What follows belongs to an exercise in optimizing a design on an open flow for small area and a short achievable clock period; a production flow would make more cautious choices.
At most, simulation tests tie the RTL to the original design; equivalence was not proved.

==> inputs of job 5894 <==
Design mapper_lrn, start of the top module:
module mapper_lrn #(
    parameter N_WIDTH = 2,     
    parameter M_WIDTH = 10,     
    parameter E_WIDTH = 6,     
    parameter F_WIDTH = 6,     
    parameter V_WIDTH = 2,     
    parameter ADDR_BUS_WIDTH = 20,     
    parameter DATA_WIDTH     = 16,     
    parameter ROW_MAJOR      = 1      
)(
    input  logic                             core_clk,                
    input  logic                             reset,                   
    input  logic                             start_normalization,     
    input  logic [N_WIDTH- 1 : 0]            dim4,                    
    input  logic [M_WIDTH- 1 : 0]            dim3,                    
    input  logic [E_WIDTH- 1 : 0]            dim2,                    
    input  logic [F_WIDTH- 1 : 0]            dim1,                    
    input  logic [V_WIDTH- 1 : 0]            padding_num,             
    input  logic                             normalized_window,    
    input  logic                             full_flag,               
    input  logic                             div_out_valid,           
    output logic [ADDR_BUS_WIDTH - 1 : 0]    r_addr,                  
    output logic                             r_enable,                
    output logic [ADDR_BUS_WIDTH - 1 : 0]    w_addr,                  
    output logic                             w_enable,                
    output logic                             normalized_layer         
);
export LEC_CHECK = 0
export CAP_MARGIN = 20
export CORE_MARGIN = 2
export CORE_UTILIZATION = 40
export SETUP_SLACK_MARGIN = 4
export SLEW_MARGIN = 20
export SYNTH_HIERARCHICAL = 1
export SYNTH_MINIMUM_KEEP_SIZE = 0
create_clock -name core_clock -period 20.0 [get_ports {core_clk}]
standard.sh (not shown) runs the stock make flow with config.mk's settings and CLKGATE_MAP_FILE= SYNTH_SCRIPT=/design/flow/synth_recipe.tcl, a recipe that flattens the netlist after the stock synthesis.
==> flow/flow/run.sh <==
#!/bin/bash
set -euo pipefail
bash standard.sh BUFFER_PORTS_ARGS="-buffer_cell sky130_fd_sc_hd__buf_2" finish > standard.log 2>&1
==> job 1246: changes against job 5894 <==
- SETUP_SLACK_MARGIN: 4 -> 3
==> flow_summary.json <==
{
  "routed.top_layer": "met4",
  "fmax_mhz": 62.9,
  "first_global_vias": 16400,
  "grt.total_usage_pct": 19.4,
  "utilization_pct": 44.8,
  "status": "timing/DRC/antenna clean",
  "crit_path_top_delay_cell": "or4_4",
  "clock_skew_ns": 0.00663,
  "relSlewSlack_pct": 33.1
}
-- figures above: job 5894

==> flow_summary.json <==
{
  "fmax_mhz": 60.2,
  "crit_path_top_delay_cell": "fa_1",
  "routed.top_layer": "met5",
  "clock_skew_ns": 0.00744,
  "status": "timing/DRC/antenna clean",
  "first_global_vias": 16200,
  "utilization_pct": 42.8,
  "relSlewSlack_pct": 27.5
}
-- figures above: job 1246

No run of this note included a check of the RTL's function; only the layout flow was run.

==> v6 <==
mapper_lrn, a different RTL version from the one above (not shown whole).
Settings: LEC_CHECK=0, CAP_MARGIN=20, CORE_MARGIN=2, CORE_UTILIZATION=40, SETUP_SLACK_MARGIN=4, SLEW_MARGIN=20, SYNTH_HIERARCHICAL=1, SYNTH_MINIMUM_KEEP_SIZE=0; clock period 20.0 ns.
==> flow/flow/run.sh <==
#!/bin/bash
set -euo pipefail
bash standard.sh BUFFER_PORTS_ARGS="-buffer_cell sky130_fd_sc_hd__buf_2" RECOVER_POWER=100 finish > standard.log 2>&1
==> inputs of v23, as changes to v6 <==
==> flow/flow/run.sh (replaced) <==
#!/bin/bash
set -euo pipefail
bash standard.sh BUFFER_PORTS_ARGS="-buffer_cell sky130_fd_sc_hd__buf_1" finish > standard.log 2>&1
CTS_BUF_LIST = sky130_fd_sc_hd__clkbuf_8   (was unset)
==> inputs of v5, as changes to v6 <==
==> flow/flow/run.sh (replaced) <==
#!/bin/bash
set -euo pipefail
bash standard.sh BUFFER_PORTS_ARGS="-buffer_cell sky130_fd_sc_hd__buf_2" finish > standard.log 2>&1
CORE_UTILIZATION = 55   (was 40)
PLACE_DENSITY = 0.8   (was unset)
==> inputs of v34, as changes to v6 <==
==> flow/flow/run.sh (replaced) <==
#!/bin/bash
set -euo pipefail
bash standard.sh BUFFER_PORTS_ARGS="-buffer_cell sky130_fd_sc_hd__buf_2" finish > standard.log 2>&1
SETUP_SLACK_MARGIN = 5   (was 4)
==> qor summary <==
| metric | v34 | v5 | v6 | v23 |
|---|---|---|---|---|
| Status | complete, no violations | complete, no violations | complete, but fails checks | complete, no violations |
| Reasons for failing layout checks | - | - | capacitance limit, slew limit | - |
| Area of the die | 0.0532 sq mm | 0.0389 sq mm | 0.0532 sq mm | 0.0532 sq mm |
| Reg2reg end | normalized_pixels_count[12]$_DFFE_PP0P_ | normalized_pixels_count[2]$_DFFE_PP0P_ | normalized_pixels_count[17]$_DFFE_PP0P_ | normalized_pixels_count[11]$_DFFE_PP0P_ |
| Actual slew at the worst max-slew pin | 1.01 ns | 1.08 ns | 4.14 ns | 1.07 ns |
| Fill cell count | 4844 | 2827 | 4840 | 4825 |
| Hold Path Origin | idx3_w[0]$_DFFE_PP0P_ | idx3_w[0]$_DFFE_PP0P_ | idx3_r[0]$_DFFE_PP0P_ | idx3_r[0]$_DFFE_PP0P_ |
| Cell occurring most often along the worst timing path | fa_1 | fa_1 | fa_1 | - |
| Clock insertion delay at the later pin of the skew report | 0.35 ns | 0.34 ns | 0.35 ns | 0.37 ns |
| Vias in the first global route | 16700 | 17400 | 16500 | 16300 |
| Setup Buffers After CTS | 65 | 50 | 51 | 48 |
| Logic depth of the worst setup path including buffers | 29 | 29 | 24 | 28 |

==> re-timing with driven ports <==
In the flow no input, the clock included, has a driving cell. The finished layouts below were timed again as built, in two steps. Step 1 (the two cells are an assumption about what drives the block):
set clk [get_ports {core_clk}]
set_driving_cell -lib_cell sky130_fd_sc_hd__clkbuf_16 $clk
set_driving_cell -lib_cell sky130_fd_sc_hd__buf_2 [delete_from_list [all_inputs] $clk]
Step 2 times the ports against the registers' clock, not the clock port: input delays grow and output delays shrink by t, the midpoint of the rising clock arrivals with the driver on. Slacks: no drivers / after step 1 / after step 2; pairs: no drivers / after step 1.
run	t (ns)	setup WS [ns]	pins driven straight from the clock port
job 5894	0.397	4.106 / 4.041 / 4.041	1
job 1246	0.396	3.380 / 3.341 / 3.341	1
v6	0.392	2.938 / 2.911 / 2.911	1
v23	0.404	4.007 / 3.944 / 3.944	1
v5	0.374	3.989 / 3.944 / 3.944	1
v34	0.393	4.102 / 4.044 / 4.044	1
The setup slack of job 5894, which loses most, moves by -0.065 ns with the drivers and by -0.065 ns with both steps.
